Source: an optimization exercise on an open RTL-to-GDS flow (aim: small area). Production flows keep margins and buffers that such runs may drop. Function was checked by simulation only, so behaviour that the tests miss may differ from the original. Power and IR drop assume default switching activity.

==> design/flow/design.v <==
module switch_clock(clk, rst, update_en, vga_en, VGA_CLK);
input clk;
input rst;
output update_en;
output vga_en;
output reg VGA_CLK;
reg update;
reg [21:0]count;	
reg i;
always@(posedge clk)
	begin
		if (rst == 1'b1)
		begin
			count <= 22'd0;
			update <= 1'b0;
		end
		else
		begin
			count <= count + 22'd1;
			if(count == 22'd2000)
			begin
				update <= ~update;
				count <= 22'd0;
			end
		end
	end
assign update_en = (count == 22'd2000) && (update == 1'b0);
always@(posedge clk)
	begin
		if (rst == 1'b1)
		begin
			i <= 1'b0;
			VGA_CLK <= 1'b0;
		end
		else
		begin
			i <= ~i; 
			VGA_CLK <= i;
		end
	end
assign vga_en = i;
endmodule
module Look_Up(Vel,Ang,Vel_x,Vel_y);
	input[2:0] Vel;
	input[4:0] Ang;
	output reg [9:0]Vel_x;
	output reg [9:0]Vel_y;
	always @(Vel,Ang)
	begin
		case ({Vel,Ang})
			8'b00000000: 
			begin
				Vel_x <= 10'd120; 
				Vel_y <= 10'd10;
			end
			8'b00000001: 
			begin 
				Vel_x <= 10'd118; 
				Vel_y <= 10'd21;
			end
			8'b00000010: 
			begin
				Vel_x <= 10'd116; 
				Vel_y <= 10'd31;
			end
			8'b00000011: 
			begin
				Vel_x <= 10'd113; 
				Vel_y <= 10'd41;
			end
			8'b00000100: 
			begin
				Vel_x <= 10'd109; 
				Vel_y <= 10'd51;
			end
			8'b00000101:
			begin	
				Vel_x <= 10'd104; 
				Vel_y <= 10'd60;
			end
			8'b00000110: 
			begin
				Vel_x <= 10'd98; 
				Vel_y <= 10'd69;
			end
			8'b00000111: 
			begin 
				Vel_x <= 10'd92; 
				Vel_y <= 10'd77;
			end
			8'b00001000: 
			begin
				Vel_x <= 10'd85; 
				Vel_y <= 10'd85;
			end
			8'b00001001: 
			begin
				Vel_x <= 10'd77; 
				Vel_y <= 10'd92;
			end
			8'b00001010: 
			begin
				Vel_x <= 10'd69; 
				Vel_y <= 10'd98;
			end
			8'b00001011: 
			begin
				Vel_x <= 10'd60; 
				Vel_y <= 10'd104;
			end
			8'b00001100: 
			begin
				Vel_x <= 10'd51; 
				Vel_y <= 10'd109;
			end
			8'b00001101: 
			begin
				Vel_x <= 10'd41; 
				Vel_y <= 10'd113;
			end
			8'b00001111: 
			begin
				Vel_x <= 10'd21; 
				Vel_y <= 10'd116;
			end
			8'b00010000: 
			begin
				Vel_x <= 10'd21; 
				Vel_y <= 10'd118;
			end
			8'b00010001: 
			begin
				Vel_x <= 10'd10; 
				Vel_y <= 10'd120;
			end
			8'b00100000: 
			begin
				Vel_x <= 10'd239; 
				Vel_y <= 10'd21;
			end
			8'b00100001: 
			begin
				Vel_x <= 10'd236; 
				Vel_y <= 10'd42;
			end
			8'b00100010: 
			begin
				Vel_x <= 10'd232; 
				Vel_y <= 10'd62;
			end
			8'b00100011: 
			begin
				Vel_x <= 10'd226; 
				Vel_y <= 10'd82;
			end
			8'b00100100: 
			begin
				Vel_x <= 10'd218; 
				Vel_y <= 10'd101;  
			end
			8'b00100101: 
			begin
				Vel_x <= 10'd208; 
				Vel_y <= 10'd120;
			end
			8'b00100110: 
			begin
				Vel_x <= 10'd197; 
				Vel_y <= 10'd138;
			end
			8'b00100111: 
			begin
				Vel_x <= 10'd184; 
				Vel_y <= 10'd154;
			end
			8'b00101000: 
			begin
				Vel_x <= 10'd170; 
				Vel_y <= 10'd170;
			end
			8'b00101001:
			begin	
				Vel_x <= 10'd154; 
				Vel_y <= 10'd184;
			end
			8'b00101010: 
			begin
				Vel_x <= 10'd138; 
				Vel_y <= 10'd197;
			end
			8'b00101011: 
			begin
				Vel_x <= 10'd120; 
				Vel_y <= 10'd208;
			end
			8'b00101100: 
			begin
				Vel_x <= 10'd101; 
				Vel_y <= 10'd218;
			end
			8'b00101101: 
			begin
				Vel_x <= 10'd82; 
				Vel_y <= 10'd226;
			end
			8'b00101111: 
			begin
				Vel_x <= 10'd62; 
				Vel_y <= 10'd232;
			end
			8'b00110000: 
			begin
				Vel_x <= 10'd42; 
				Vel_y <= 10'd236;
			end
			8'b00110001: 
			begin
				Vel_x <= 10'd21; 
				Vel_y <= 10'd239;
			end
			8'b01000000:
			begin
				Vel_x <= 10'd359; 
				Vel_y <= 10'd31;
			end
			8'b01000001: 
			begin
				Vel_x <= 10'd355; 
				Vel_y <= 10'd63;
			end
			8'b01000010: 
			begin
				Vel_x <= 10'd348; 
				Vel_y <= 10'd93;
			end
			8'b01000011: 
			begin
				Vel_x <= 10'd338; 
				Vel_y <= 10'd123;
			end
			8'b01000100: 
			begin
				Vel_x <= 10'd326; 
				Vel_y <= 10'd152;
			end
			8'b01000101: 
			begin
				Vel_x <= 10'd312; 
				Vel_y <= 10'd180;
			end
			8'b01000110: 
			begin
				Vel_x <= 10'd295; 
				Vel_y <= 10'd206;
			end
			8'b01000111: 
			begin
				Vel_x <= 10'd276; 
				Vel_y <= 10'd231;
			end
			8'b01001000: 
			begin
				Vel_x <= 10'd255; 
				Vel_y <= 10'd255;
			end
			8'b01001001: 
			begin
				Vel_x <= 10'd231; 
				Vel_y <= 10'd276;
			end
			8'b01001010: 
			begin
				Vel_x <= 10'd206; 
				Vel_y <= 10'd295;
			end
			8'b01001011: 
			begin
				Vel_x <= 10'd180; 
				Vel_y <= 10'd312;
			end
			8'b01001100: 
			begin
				Vel_x <= 10'd152; 
				Vel_y <= 10'd326;
			end
			8'b01001101: 
			begin
				Vel_x <= 10'd123; 
				Vel_y <= 10'd338;
			end
			8'b01001111: 
			begin
				Vel_x <= 10'd93; 
				Vel_y <= 10'd348;
			end
			8'b01010000: 
			begin
				Vel_x <= 10'd63; 
				Vel_y <= 10'd355;
			end
			8'b01010001: 
			begin
				Vel_x <= 10'd31; 
				Vel_y <= 10'd359;
			end
			8'b01100000: 
			begin
				Vel_x <= 10'd478; 
				Vel_y <= 10'd42;
			end
			8'b01100001: 
			begin
				Vel_x <= 10'd473; 
				Vel_y <= 10'd83;
			end
			8'b01100010: 
			begin
				Vel_x <= 10'd464; 
				Vel_y <= 10'd124;
			end
			8'b01100011: 
			begin
				Vel_x <= 10'd451; 
				Vel_y <= 10'd164;
			end
			8'b01100100: 
			begin
				Vel_x <= 10'd435; 
				Vel_y <= 10'd203;
			end
			8'b01100101: 
			begin
				Vel_x <= 10'd416; 
				Vel_y <= 10'd240;
			end
			8'b01100110: 
			begin
				Vel_x <= 10'd393; 
				Vel_y <= 10'd275;
			end
			8'b01100111: 
			begin
				Vel_x <= 10'd368; 
				Vel_y <= 10'd309;
			end
			8'b01101000: 
			begin
				Vel_x <= 10'd339; 
				Vel_y <= 10'd339;
			end
			8'b01101001: 
			begin
				Vel_x <= 10'd309; 
				Vel_y <= 10'd368;
			end
			8'b01101010: 
			begin
				Vel_x <= 10'd275; 
				Vel_y <= 10'd393;
			end
			8'b01101011: 
			begin
				Vel_x <= 10'd240; 
				Vel_y <= 10'd416;
			end
			8'b01101100: 
			begin
				Vel_x <= 10'd203; 
				Vel_y <= 10'd435;
			end
			8'b01101101: 
			begin
				Vel_x <= 10'd164; 
				Vel_y <= 10'd451;
			end
			8'b01101111: 
			begin
				Vel_x <= 10'd124; 
				Vel_y <= 10'd464;
			end
			8'b01110000: 
			begin
				Vel_x <= 10'd83; 
				Vel_y <= 10'd473;
			end
			8'b01110001: 
			begin
				Vel_x <= 10'd42; 
				Vel_y <= 10'd478;
			end
			8'b10000000: 
			begin
				Vel_x <= 10'd598; 
				Vel_y <= 10'd52;
			end
			8'b10000001: 
			begin
				Vel_x <= 10'd591; 
				Vel_y <= 10'd104;
			end
			8'b10000010: 
			begin
				Vel_x <= 10'd580; 
				Vel_y <= 10'd155;
			end
			8'b10000011: 
			begin
				Vel_x <= 10'd564; 
				Vel_y <= 10'd205;
			end
			8'b10000100: 
			begin
				Vel_x <= 10'd544; 
				Vel_y <= 10'd254;
			end
			8'b10000101: 
			begin
				Vel_x <= 10'd520; 
				Vel_y <= 10'd300;
			end
			8'b10000110: 
			begin
				Vel_x <= 10'd491; 
				Vel_y <= 10'd344;
			end
			8'b10000111: 
			begin
				Vel_x <= 10'd460; 
				Vel_y <= 10'd386;
			end
			8'b10001000: 
			begin
				Vel_x <= 10'd424; 
				Vel_y <= 10'd424;
			end
			8'b10001001: 
			begin
				Vel_x <= 10'd386; 
				Vel_y <= 10'd460;
			end
			8'b10001010: 
			begin
				Vel_x <= 10'd344; 
				Vel_y <= 10'd491;
			end
			8'b10001011: 
			begin
				Vel_x <= 10'd300; 
				Vel_y <= 10'd520;
			end
			8'b10001100: 
			begin
				Vel_x <= 10'd254; 
				Vel_y <= 10'd544;
			end
			8'b10001101: 
			begin
				Vel_x <= 10'd205; 
				Vel_y <= 10'd564;
			end
			8'b10001111: 
			begin
				Vel_x <= 10'd155; 
				Vel_y <= 10'd580;
			end
			8'b10010000: 
			begin
				Vel_x <= 10'd104; 
				Vel_y <= 10'd591;
			end
			8'b10010001: 
			begin
				Vel_x <= 10'd52; 
				Vel_y <= 10'd598;
			end
			8'b10100000: 
			begin
				Vel_x <= 10'd717; 
				Vel_y <= 10'd63;
			end
			8'b10100001: 
			begin
				Vel_x <= 10'd709; 
				Vel_y <= 10'd125;
			end
			8'b10100010: 
			begin
				Vel_x <= 10'd695; 
				Vel_y <= 10'd186;
			end
			8'b10100011: 
			begin
				Vel_x <= 10'd677; 
				Vel_y <= 10'd246;
			end
			8'b10100100: 
			begin
				Vel_x <= 10'd653; 
				Vel_y <= 10'd304;
			end
			8'b10100101: 
			begin
				Vel_x <= 10'd624; 
				Vel_y <= 10'd360;
			end
			8'b10100110: 
			begin
				Vel_x <= 10'd590; 
				Vel_y <= 10'd413;
			end
			8'b10100111: 
			begin
				Vel_x <= 10'd552; 
				Vel_y <= 10'd463;
			end
			8'b10101000: 
			begin
				Vel_x <= 10'd509; 
				Vel_y <= 10'd509;
			end
			8'b10101001: 
			begin
				Vel_x <= 10'd463; 
				Vel_y <= 10'd552;
			end
			8'b10101010: 
			begin
				Vel_x <= 10'd413; 
				Vel_y <= 10'd590;
			end
			8'b10101011: 
			begin
				Vel_x <= 10'd360; 
				Vel_y <= 10'd624;
			end
			8'b10101100: 
			begin
				Vel_x <= 10'd304; 
				Vel_y <= 10'd653;
			end
			8'b10101101: 
			begin
				Vel_x <= 10'd246; 
				Vel_y <= 10'd677;
			end
			8'b10101111: 
			begin
				Vel_x <= 10'd186; 
				Vel_y <= 10'd695;
			end
			8'b10110000: 
			begin
				Vel_x <= 10'd125; 
				Vel_y <= 10'd709;
			end
			8'b10110001: 
			begin
				Vel_x <= 10'd63; 
				Vel_y <= 10'd717;
			end
			default:
			begin
				Vel_x <= 10'd0;
				Vel_y <= 10'd0;
			end
		endcase
	end
endmodule 
module angle_power(clk, vga_en, rst, angleup, angledown, powerup, powerdown, update, xCount, yCount, arrow, Vel, Ang);
input clk, vga_en, rst, angleup, angledown, powerup, powerdown, update;
input [9:0]xCount;
input [9:0]yCount;
output arrow;
output reg[2:0]Vel;
output reg[4:0]Ang;
reg arrow;
wire rst;
always @(posedge clk)
begin
	if (rst == 1'b1)
		arrow <= 1'b0;
	else if (vga_en == 1'b1)
	arrow <= (xCount > arrowX[0] && xCount < (arrowX[0] + 10'd5)) && (yCount > arrowY[0] && yCount < (arrowY[0] + 10'd5));
end
reg[9:0] arrowX[0:9];
reg [8:0]arrowY[0:9]; 
reg [3:0]S; 
reg [3:0]NS;
localparam ANGLEUP = 4'd0, 
	ANGLEDOWN = 4'd1,
	POWERUP = 4'd2, 
	POWERDOWN = 4'd3, 
	STAY = 4'd4,
	DELAY1A = 4'd5,
	DELAY2A = 4'd6,
	DELAY3A = 4'd7,
	DELAY1P = 4'd8,
	DELAY2P = 4'd9,
	DELAY3P = 4'd10,
	DELAY4P = 4'd11,
	DELAY5P = 4'd12,
	DELAY6P = 4'd13;
	always @(posedge clk) 
	begin
		if (rst == 1'b1)
			S <= STAY;
		else if (update == 1'b1)
			S <= NS;
	end
always @(*) 
	case (S)
		ANGLEUP: NS = DELAY1A;
		ANGLEDOWN: NS = DELAY1A;
		POWERUP: NS = DELAY1P;
		POWERDOWN: NS = DELAY1P;
		DELAY1A: NS = DELAY2A;
		DELAY2A: NS = DELAY3A;
		DELAY3A: NS = STAY;
		DELAY1P: NS = DELAY2P;
		DELAY2P: NS = DELAY3P;
		DELAY3P: NS = DELAY4P;
		DELAY4P: NS = DELAY5P;
		DELAY5P: NS = DELAY6P;
		DELAY6P: NS = STAY;
		STAY: 
			begin
				if(angleup == 1'b0 && Ang < 5'd16)
					NS = ANGLEUP;
				else if (angledown == 1'b0 && Ang > 5'd0)
					NS = ANGLEDOWN;
				else if (powerup == 1'b0 && Vel < 3'd5)
					NS = POWERUP;
				else if (powerdown == 1'b0 && Vel > 3'd0)
					NS = POWERDOWN;
				else
					NS = STAY;
			end
		default: NS = STAY;
	endcase
	always @(posedge clk) 
	begin
	if (rst == 1'b1)
		begin  
			arrowX[0] <= 10'd42;
			arrowY[0] <= 9'd425;
			Vel <= 3'd0;
			Ang <= 5'd0;
		end
	else if (update == 1'b1)
		case(S)
			ANGLEUP:
				begin
					arrowX[0] <= (arrowX[0] - 10'd1);
					arrowY[0] <= (arrowY[0] - 9'd4);
					Ang <= Ang + 5'd1;
				end
			ANGLEDOWN:
				begin
					arrowX[0] <= (arrowX[0] + 10'd1);
					arrowY[0] <= (arrowY[0] + 9'd4);
					Ang <= Ang - 5'd1;
				end
			POWERUP:
				begin
					arrowX[0] <= (arrowX[0] + 10'd4);
					arrowY[0] <= (arrowY[0] - 9'd10);
					Vel <= Vel + 3'd1;
				end
			POWERDOWN:
				begin
					arrowX[0] <= (arrowX[0] - 10'd4);
					arrowY[0] <= (arrowY[0] + 9'd10);
					Vel <= Vel - 3'd1;
				end
			STAY:
				begin
					arrowX[0] <= arrowX[0];
					arrowY[0] <= arrowY[0];
					Vel <= Vel;
					Ang <= Ang;
				end
		endcase
	end
endmodule 
module ball(clk,vga_en,rst,update,go,xCount,yCount,Vel_x,Vel_y,ball);
input clk, vga_en, rst, update,go;
input [9:0]xCount;
input [9:0]yCount;
input [9:0]Vel_x;
input [9:0]Vel_y;
output ball;
reg [9:0]holdx;
reg [9:0]holdy;
reg ball;
wire rst;
reg [10:0]i;
always @(posedge clk)
begin
	if (rst == 1'b1)
		ball <= 1'b0;
	else if (vga_en == 1'b1)
	ball <= (xCount > ballX[0] && xCount < (ballX[0] + 10'd5)) && (yCount > ballY[0] && yCount < (ballY[0] + 10'd5));
end
reg[9:0] ballX [0:9];
reg [8:0]ballY [0:9]; 
reg [2:0]S; 
reg [2:0]NS;
localparam START = 3'd0, 
	Check_loop = 3'd1,
	adjust_value = 3'd2, 
	move_ball = 3'd3, 
	done = 3'd4;
	always @(posedge clk) 
	begin
		if (rst == 1'b1)
			S <= START;
		else if (update == 1'b1)
			S <= NS;
	end
always @(*) 
	case (S)
		START:
			begin
				if (go == 1'd1)
				begin
					NS=Check_loop;
				end
				else
					NS=START;
			end
		Check_loop:
			begin
				if(ballY[0]>=9'd445)
				begin
					NS=done;
				end
				else
					NS=adjust_value;
			end
		adjust_value:NS=move_ball;
		move_ball:NS=Check_loop;
		done: NS=done;
		default: NS=START;
	endcase
	always @(posedge clk) 
	begin
	if (rst == 1'b1)
		begin  
			ballX[0] <=10'd24;
			ballY[0] <=9'd435;
			i<=0;
		end
	else if (update == 1'b1)
		case(S)
			START:
				begin
					ballX[0] <=10'd24;
					ballY[0] <=9'd435;
				end
			Check_loop:;
			adjust_value:
				begin
					holdx <= (24+((Vel_x/10)*i));
					holdy <=	(435-((Vel_y/10)*i)+((981/200)*(i*i)));
				end
			move_ball: 
			begin
				ballX[0]<=holdx;
				ballY[0]<=holdy;
				i<=i+1;
			end
			done:;
		endcase
	end
endmodule 
module VGA_Controller(clk, rst, VGA_CLK, xCount, yCount, ScreenArea, hsync, vsync, blank_n);
input clk, rst;
input VGA_CLK;  
output reg [9:0]xCount, yCount; 
output reg ScreenArea;  
output hsync, vsync, blank_n;
reg p_hSync, p_vSync; 
localparam integer porchHF = 10'd640;  
localparam integer syncH = 10'd655; 
localparam integer porchHB = 10'd747;  
localparam integer maxH = 10'd793;  
localparam integer porchVF = 10'd480;  
localparam integer syncV = 10'd490;  
localparam integer porchVB = 10'd492;  
localparam integer maxV = 10'd525;  
always@(posedge clk)
	begin
		if (rst == 1'b1)
			xCount <= 10'd0;
		else if (VGA_CLK == 1'b0)
			xCount <= xCount;
		else if(xCount == maxH)
			xCount <= 10'd0;
		else
			xCount <= xCount + 10'd1;
	end
always@(posedge clk)
	begin
		if (rst == 1'b1)
			yCount <= 10'd0;
		else if(VGA_CLK == 1'b1 && xCount == maxH)
			begin
				if(yCount == maxV)
					yCount <= 10'd0;
				else
					yCount <= yCount + 10'd1;
			end
	end
always@(posedge clk)  
	begin
		if (rst == 1'b1)
			ScreenArea <= 1'b0;
		else if (VGA_CLK == 1'b1)
		ScreenArea <= ((xCount < porchHF) && (yCount < porchVF)); 
	end
always@(posedge clk)  
	begin
		if (rst == 1'b1)
		begin
			p_hSync <= 1'b0;
			p_vSync <= 1'b0;
		end
		else if (VGA_CLK == 1'b1)
		begin
		p_hSync <= ((xCount >= syncH) && (xCount < porchHB)); 
		p_vSync <= ((yCount >= syncV) && (yCount < porchVB)); 
		end
	end
assign vsync = ~p_vSync; 
assign hsync = ~p_hSync;
assign blank_n = ScreenArea;
endmodule 
module Ball_thrower(
  input         CLOCK_50,
  input  [3:0] KEY,          
  input  [17:0] SW,           
  output        VGA_CLK,      
  output        VGA_HS,       
  output        VGA_VS,       
  output        VGA_BLANK_N,  
  output        VGA_SYNC_N,   
  output reg [7:0]  VGA_R,        
  output reg [7:0]  VGA_G,        
  output reg [7:0]  VGA_B        
  );
wire clk;
wire rst;
assign clk = CLOCK_50;
assign go = SW[0];
assign rst = SW[17];
assign VGA_SYNC_N = 1'b0;
wire go;
wire [9:0] xCount; 
wire [9:0] yCount;
wire [9:0]Vel_x;
wire [9:0]Vel_y;
wire update;
wire vga_en;
switch_clock clocks(clk, rst, update, vga_en, VGA_CLK);  
wire arrow;
wire ball;
wire angleup;
wire angledown;
wire powerup;
wire powerdown;
assign angleup = KEY[0];
assign angledown = KEY[1];
assign powerup = KEY[2];
assign powerdown = KEY[3];
wire [2:0]Vel;
wire [4:0]Ang;
angle_power aandp(clk, vga_en, rst, angleup, angledown, powerup, powerdown, update, xCount, yCount, arrow, Vel, Ang);
Look_Up dataneeded(Vel,Ang,Vel_x,Vel_y);
ball paul(clk,vga_en,rst,update,go,xCount,yCount,Vel_x,Vel_y,ball);
wire ScreenArea;
reg ground;
reg target;
reg whitering;
reg center;
always @(posedge clk) 
begin
	if (rst == 1'b1)
	begin
	ground <= 1'b0;
	target <= 1'b0;
	whitering <= 1'b0;
	center <= 1'b0;
	end
	else if (vga_en == 1'b1)
	begin
	ground <= ((yCount >= 450) && (yCount < 481));
	target <= ((yCount >= 450) && (yCount < 481) && (xCount > 420) && (xCount <540));
	whitering <= ((yCount >= 458) && (yCount < 474) && (xCount > 425) && (xCount <535));
	center <= ((yCount >= 462) && (yCount < 468) && (xCount > 435) && (xCount <525));
	end
end
VGA_Controller VGA(clk, rst, vga_en, xCount, yCount, ScreenArea, VGA_HS, VGA_VS, VGA_BLANK_N);
wire R;
wire G;
wire B;
assign R = ((target && ~ball) || (arrow) || (center && ~ball));
assign G = (ground && ~target && ~ball)||(whitering && ~center && ~ball)||(ScreenArea && ~ground && ~ball && ~arrow);
assign B = (ball)||(whitering && ~center) || (ScreenArea && ~ground && ~ball && ~arrow);
always @ (posedge clk)
	begin
		if (rst == 1'b1)
		begin
			VGA_R <= 8'd0;
			VGA_G <= 8'd0;
			VGA_B <= 8'd0;
		end
		else if (vga_en == 1'b1)
		begin
		VGA_R <= {8{R}};
		VGA_G <= {8{G}};
		VGA_B <= {8{B}};
		end
	end 
endmodule 
==> design/flow/run.sh <==
#!/bin/bash
# synth_recipe.tcl (not shown) runs the flow's synth.tcl, then flattens the netlist and writes it again
# the make line also repeats each setting of config.mk as NAME=value (left out here)
make -C /OpenROAD-flow-scripts/flow DESIGN_CONFIG=/design/flow/config.mk WORK_HOME=/design/flow/orfs CLKGATE_MAP_FILE= SYNTH_SCRIPT=/design/flow/synth_recipe.tcl finish
==> design/flow/config.mk <==
export PLATFORM = sky130hd
export DESIGN_NAME = Ball_thrower
export DESIGN_NICKNAME = Ball_thrower
export VERILOG_FILES = /design/flow/design.v
export SDC_FILE = /design/flow/constraint.sdc
export NUM_CORES = 4
export LEC_CHECK = 0
export CAP_MARGIN = 20
export CORE_MARGIN = 2
export CORE_UTILIZATION = 40
export SLEW_MARGIN = 20
export SYNTH_MEMORY_MAX_BITS = 8192
==> design/flow/constraint.sdc <==
create_clock -name core_clock -period 20.0 [get_ports {CLOCK_50}]
set_input_delay 4.0000 -clock core_clock [delete_from_list [all_inputs] [get_ports {CLOCK_50}]]
set_output_delay 4.0000 -clock core_clock [all_outputs]
set_load 0.01 [all_outputs]
==> summary.md <==
| Metric | Value |
|---|---|
| Run status | no timing/DRC/antenna violations |
| Tot Pwr | 621.2 uW |
| Num CTS Buffers | 17 |
| Max capacitance violation total | 0 |
| First drt pass iteration count | 5 |
| Total gr overflow | 0 |
| Final wirelength | 51390 um |
| Cells after Synth | 2371 |
| Die height | between 200 and 250 um |
| Slowest stage cell, crit path | ha_1 |
| CTS tree | yes |
| Cts hold-fix bufs | 0 |
| CP Max Fanout | 25 |
| Min Hold Slack | ~0.44 ns |
| Clock Latency Late Sink | 0.44 ns |
| Area grow syn2layout | 5.936% |
| Critical path launch point | aandp.Ang[0]$_SDFFE_PP0P_ |
| Post-placement cell count | 2868 |
| Worst EP arrival | 14.21 ns |
| Dpl ws | about 6.3 ns |
| Initial Util | 0.4072 |
| Via Count | 17061 |
| Async SR Flop Fraction | 0 |
| Routability cong. | 0.9429 |
| Residual DRC | 0 |
| Final setup TNS | 0 ns |
| Area share of the largest cell type after synthesis | 0.1397 |
| Max Freq | 71.26 MHz |
| Delay-heaviest family, CP | compound AO/OA/AOI/OAI gates |
| Total GRT Usage | 0.2192 |
| RSZ-0062 raised after global routing | no |
| Multi-input combinational cell area | 13640 um2 |
| I/O Buffers | 34 |
| FF/Latch Area | 2958 um2 |
| Power Density | 32.42 nW/um2 |
| Drt wl/cell | 17.72 um |
| #FFs+latches synth | between 100 and 150 |
| Rel. slew slack | 0.3930 |
| Most common cell in the netlist | nor2_1 |
| Largest net degree at the start of global routing | 65 |
| Final Cycle Share | 0.7016 |
| Synth Warn # | 10 |
| Max-slew violations | 0 |
| Post-CTS setup buffer count | 0 |
| Clk_skew | between 0.009 and 0.01 ns |
| Clock Tree Buf Depth | 2 |
| Ranking of synthesized cells by area | ha_1, dfxtp_1, fa_1 |
| Critical Path RT | 20.18 ns |
| Fin crit period | 14.03 ns |
| Ports | 52 |
| Hold_sp | whitering$_SDFFE_PP0P_ |
| Design area | 19160 um2 |
| Max stage delay on crit path | 0.70 ns |
| Antenna violations before repair | 0 |
| Setup Viol. Count Final | 0 |
| Number of flops mapped to enable cells by yosys | 19 |
| Reg-to-reg startpoint | aandp.Ang[0]$_SDFFE_PP0P_ |
| Hold WC Path Type | reg2reg |
| Clock Sinks | about 140 |
| Layout Nets | 2572 |
| Dominant cell type by count on the critical path | xnor2_1 |
| Post-cts resize count | 0 |
| Final ANT Viol Nets | 0 |
| Fin cells | 2900 |
| Commonest cells post-synth | nor2_1, ha_1, nand2_1 |
| Vias/cell | roughly 5.9 |
| Syn_area_per_cell | 7.628 um2 |
| Static Leak | 7.987 nW |
| Fraction of layout cells with a size suffix above 1 | 0.05459 |
| Placed inst area | 18570 um2 |
| Final WS setup | 5.967 ns |
| Row count | 77 |
| First-pass GRT wire length | approximately 86000 um |
| Finished Core Util | 0.4314 |
| Setup CP Type | reg2reg |
| Crit start category | flop |
| Final Hold Fails | 0 |
| # fillers | around 4500 |
| ANT cells | 0 |
| Initial drt markers | roughly 1500 |
| Synth area leader | ha_1 |
| # H-tree levels | 4 |
| Worst path bufs/invs | 10 |
| Synth cell types | 114 |
| Worst-Margin Slew | around 0.91 ns |
| Post-DP HPWL | 37730 um |
| Share of the yosys chip area belonging to registers | 0.1633 |
| Ys flop type | dfxtp_1 |
| Root Buffer | clkbuf_16 |
| Total core area | 44410 um2 |
| Clock slew at reported path FFs | 0.06 ns |
| Peak VDD IR | 0.00005393 V |
| Die area | roughly 47000 um2 |
| Worst setup EP type | flop |
| Vias in the first global route | 16531 |
| Cell Area, Synth | around 18000 um2 |
| Die Width | 216.6 um |
## area by class of cell
| type | instances | share of cell area |
|---|---|---|
| Clock buffer | 22 | 0.02645 |
| Clock inverter | 10 | 0.004049 |
| Inverter | 187 | 0.03664 |
| Multi-Input combinational cell | 1890 | 0.7117 |
| Sequential cell | 138 | 0.1544 |
| Tap cell | 592 | 0.03866 |
| Timing Repair Buffer | 61 | 0.02808 |
## metal layers
layer | GRT usage | up-vias | wire [um]
li1 | - | 8269 | -
met1 | 0.2845 | 8179 | 23020
met2 | 0.3746 | 531 | 24370
met3 | 0.02961 | 82 | 2766
met4 | 0.07146 | 0 | 1236
met5 | 0 | - | 0
## path summary, 6_finish.rpt
kind | depth (start not counted) | slack (ns) | endpoint
hold reg to reg | 2 | 0.44 | whitering$_SDFFE_PP0P_
hold / removal | 2 | 0.44 | whitering$_SDFFE_PP0P_
setup reg to reg | 56 | 5.97 | paul.holdy[8]$_DFFE_PP_
setup / recovery | 56 | 5.97 | paul.holdy[8]$_DFFE_PP_
## cells in the final DEF (no fill, tap or decap), types with 34 or more instances in the layout
master | Yosys | final
xnor2_1 | 114 | 114
inv_1 | 180 | 180
nor2_1 | 226 | 226
nand3_1 | 62 | 62
a211oi_1 | 35 | 34
fa_1 | 52 | 52
a21oi_1 | 165 | 165
nor3_1 | 63 | 62
nor2b_1 | 36 | 36
dfxtp_1 | 119 | 115
o21ai_0 | 113 | 113
nand2_1 | 184 | 184
nand2b_1 | 55 | 55
xor2_1 | 47 | 47
ha_1 | 202 | 202
## power by group
group	leakage [nW]	switching, mW	internal, mW
Combinational	6.57	0.0113	0.0101
Sequential	1.13	0.00322	0.282
Clock	0.286	0.133	0.182
## cells by family after synthesis
| logic type | share of synthesized area |
|---|---|
| other | 0.0002073 |
| buffers and inverters | 0.08350 |
| adders and majority gates | 0.1979 |
| AOI/OAI and AO/OA | 0.2424 |
| DFF | 0.1633 |
| xor gates and xnor gates | 0.07887 |
| muxes | 0.01183 |
| and+or+nand+nor | 0.2221 |
## flip-flops by register name, indices dropped and copies added (netlist names), 3 cells and up
signal / cells
aandp.Ang: 5
aandp.Vel: 3
paul.holdx: 10
aandp.arrowX: 10
clocks.count: 22
paul.ballX: 10
aandp.S: 4
paul.i: 10
VGA.yCount: 10
paul.S: 3
paul.holdy: 9
paul.ballY: 9
aandp.arrowY: 8
VGA.xCount: 10
## tightest hold or removal path: stages, from the launching register on
cell     delay, ns
dfxtp_1       0.31
nand2_1       0.05
nand2_1       0.04

[separate check: timing with driven ports]
The results above use ideal ports. As a check the final layout listed here was re-extracted and re-timed, cells and wires unchanged.
Step 1 sets driving cells, clkbuf_16 on the clock port and buf_2 on the other inputs (assumed; they add their load-dependent delay and slew).
Step 2 moves the port delays by t, midway between the first and last clock arrival at a register: inputs arrive t later, outputs are due t later. That takes back most of the time a late clock gives input paths.
Three values: ideal, step 1, step 2; two values: the first two.
t, ns: 0.481
slack for setup (ns): 5.967 / 5.967 / 5.967
worst setup path after step 2: register to register
worst data-port slew with drivers (ns): 0.03
After both steps this run still meets setup and hold. For this run, drivers alone change the setup slack by 0.000 ns; drivers and shift together by 0.000 ns.
